Background: an optimization exercise with open tools, aiming at small area. Do not read the settings as production practice.
At most, simulation tests tie the RTL to the original design; equivalence was not proved.
Power figures rest on the tool's default switching activity, not on a simulated workload.

==> 10-03: inputs <==
// Multiplierless_Correlator
module Multiplierless_Correlator #(parameter FBIT = 7) (
	input clk, rst,
	input ena,
	input [15:0] CR_in,
	output reg [4+FBIT:0] CR_out
);
clock: 10.0 ns
lec_check: 0
cap_margin: 20
core_margin: 2
core_utilization: 40
cts_buf_list: sky130_fd_sc_hd__clkbuf_2 sky130_fd_sc_hd__clkbuf_4
cts_cluster_size: 30
slew_margin: 20
synth_hierarchical: 1
run.sh (not shown) runs the stock make flow with config.mk's settings and CLKGATE_MAP_FILE= SYNTH_SCRIPT=/design/flow/synth_recipe.tcl, a recipe that flattens the netlist after the stock synthesis.
==> 10-09: changes against 10-03 <==
--- a/flow/config.mk
+++ b/flow/config.mk
@@ -9,5 +9,6 @@
 export CORE_MARGIN = 2
 export CORE_UTILIZATION = 40
-export CTS_BUF_LIST = sky130_fd_sc_hd__clkbuf_2 sky130_fd_sc_hd__clkbuf_4
+export CTS_BUF_LIST = sky130_fd_sc_hd__clkbuf_16
+export CTS_CLUSTER_DIAMETER = 60
 export CTS_CLUSTER_SIZE = 30
 export SLEW_MARGIN = 20
==> 08-21: changes against 10-03 <==
--- a/flow/config.mk
+++ b/flow/config.mk
@@ -9,6 +9,7 @@
 export CORE_MARGIN = 2
 export CORE_UTILIZATION = 40
-export CTS_BUF_LIST = sky130_fd_sc_hd__clkbuf_2 sky130_fd_sc_hd__clkbuf_4
-export CTS_CLUSTER_SIZE = 30
+export CTS_BUF_LIST = sky130_fd_sc_hd__clkbuf_16
+export CTS_CLUSTER_DIAMETER = 100
+export CTS_CLUSTER_SIZE = 25
 export SLEW_MARGIN = 20
 export SYNTH_HIERARCHICAL = 1
==> summary of the runs <==
In flip-flop and latch count, 10-03 and 10-09 do not differ. Of 10-09 and 08-21, 10-09 has the higher clock skew (gap 0.0021 ns). Clock-buffer cell count, highest first: 10-03, 10-09, 08-21. In non-clock buffer count, 08-21 and 10-09 do not differ. In synthesized area, 10-03 and 10-09 do not differ. In 08-21 the final cell count is lower than in 10-03, by about 9%.
==> figures <==
quantity	10-09	10-03	08-21
Run status	complete, no violations	complete, no violations	complete, no violations
Post-Layout Inst Area	0.0447 mm2	0.0455 mm2	0.0434 mm2
Required time of the worst setup path	10.53 ns	10.97 ns	10.55 ns
Wire length per cell	17.6 um	16.9 um	17.8 um
Ratio of cells with drive above 1 in the final layout	5.41%	14.3%	2.89%
Number of global-route vias before repair	22,800	25,000	22,600
M1 WL	36.0 mm	36.4 mm	35.7 mm
P_clk	3.31 mW	3.67 mW	2.25 mW
Crit path largest cell delay	0.55 ns	0.54 ns	0.56 ns
Vias per std cell	5.38	5.25	5.42
Portion of the clock cycle consumed by the worst path in the final layout	84.3%	83.3%	83.9%
Hold Crit Endpoint	x53[0]	f19[0]	x25[6]
Multi-input logic portion of the cell area	39.9%	39.3%	41.1%

========
==> v20 <==
Multiplierless_Correlator, a different RTL version from the one above (not shown whole).
Settings: LEC_CHECK=0, CAP_MARGIN=20, CORE_MARGIN=2, CORE_UTILIZATION=40, CTS_BUF_LIST=sky130_fd_sc_hd__clkbuf_16, CTS_CLUSTER_DIAMETER=120, CTS_CLUSTER_SIZE=32, SLEW_MARGIN=20, SYNTH_HIERARCHICAL=1; clock period 10.0 ns.
==> inputs of v36, as changes to v20 <==
CTS_CLUSTER_DIAMETER = 100   (was 120)
CTS_CLUSTER_SIZE = 28   (was 32)
==> run summary <==
Status: v36 complete, no violations; v20 complete, no violations
Met2 track demand over resource in global routing: v36 23.8%; v20 23.8%
Total net switching power: v36 1.63 mW; v20 1.56 mW
Detailed Routing Iterations Pass 1: v36 6; v20 5
DRC marker count from the first detailed-route iteration: v36 2598; v20 2544
Met2 Wirelength: v36 40100 um; v20 39800 um
Required time at the endpoint of the critical path: v36 10510 ps; v20 10520 ps
Clock buffer count from CTS: v36 47; v20 40
Beginning of the worst hold path: v36 x2[5]; v20 f45[2]
Power attributed to the clock group: v36 2.28 mW; v20 2.05 mW
Drt wl/cell: v36 16.0 um; v20 16.0 um
Non-clock buffering overhead in the final layout: v36 1.17%; v20 1.18%
Share of cells above drive strength 1: v36 2.37%; v20 1.96%
Clock latency on the worst-skew pair: v36 670 ps; v20 660 ps
Worst-case vdd ir drop: v36 99.4 uV; v20 96.8 uV
Fraction of area in multi-input gates: v36 44.0%; v20 44.3%
Fmax: v36 117 MHz; v20 117 MHz
Clock buf count: v36 48; v20 40
Function was not checked in any run of this note: the RTL went through the layout flow alone.

afterwards: timing with drivers on the ports:
Ports are ideal in the flow. The routed layouts listed here were re-timed in OpenROAD.
Step 1, drivers: a clkbuf_16 drives clk and a buf_2 each remaining input, both assumed.
Step 2 also shifts input and output timing later by t, the mid clock arrival at the registers, as if the neighbouring blocks saw the same clock.
Slacks: no drivers / after step 1 / after step 2; pairs: no drivers / after step 1.
| run | t, ns | slack for setup (ns) | clock arrival spread, ns |
|---|---|---|---|
| 10-03 | 1.124 | 1.667 / 1.667 / 1.667 | 0.121 / 0.120 |
| 10-09 | 0.704 | 1.571 / 1.571 / 1.571 | 0.049 / 0.049 |
| 08-21 | 0.698 | 1.609 / 1.609 / 1.609 | 0.032 / 0.032 |
| v20 | 0.718 | 1.434 / 1.434 / 1.434 | 0.042 / 0.042 |
| v36 | 0.714 | 1.441 / 1.442 / 1.442 | 0.049 / 0.049 |
After both steps setup and hold are still met in every run listed.
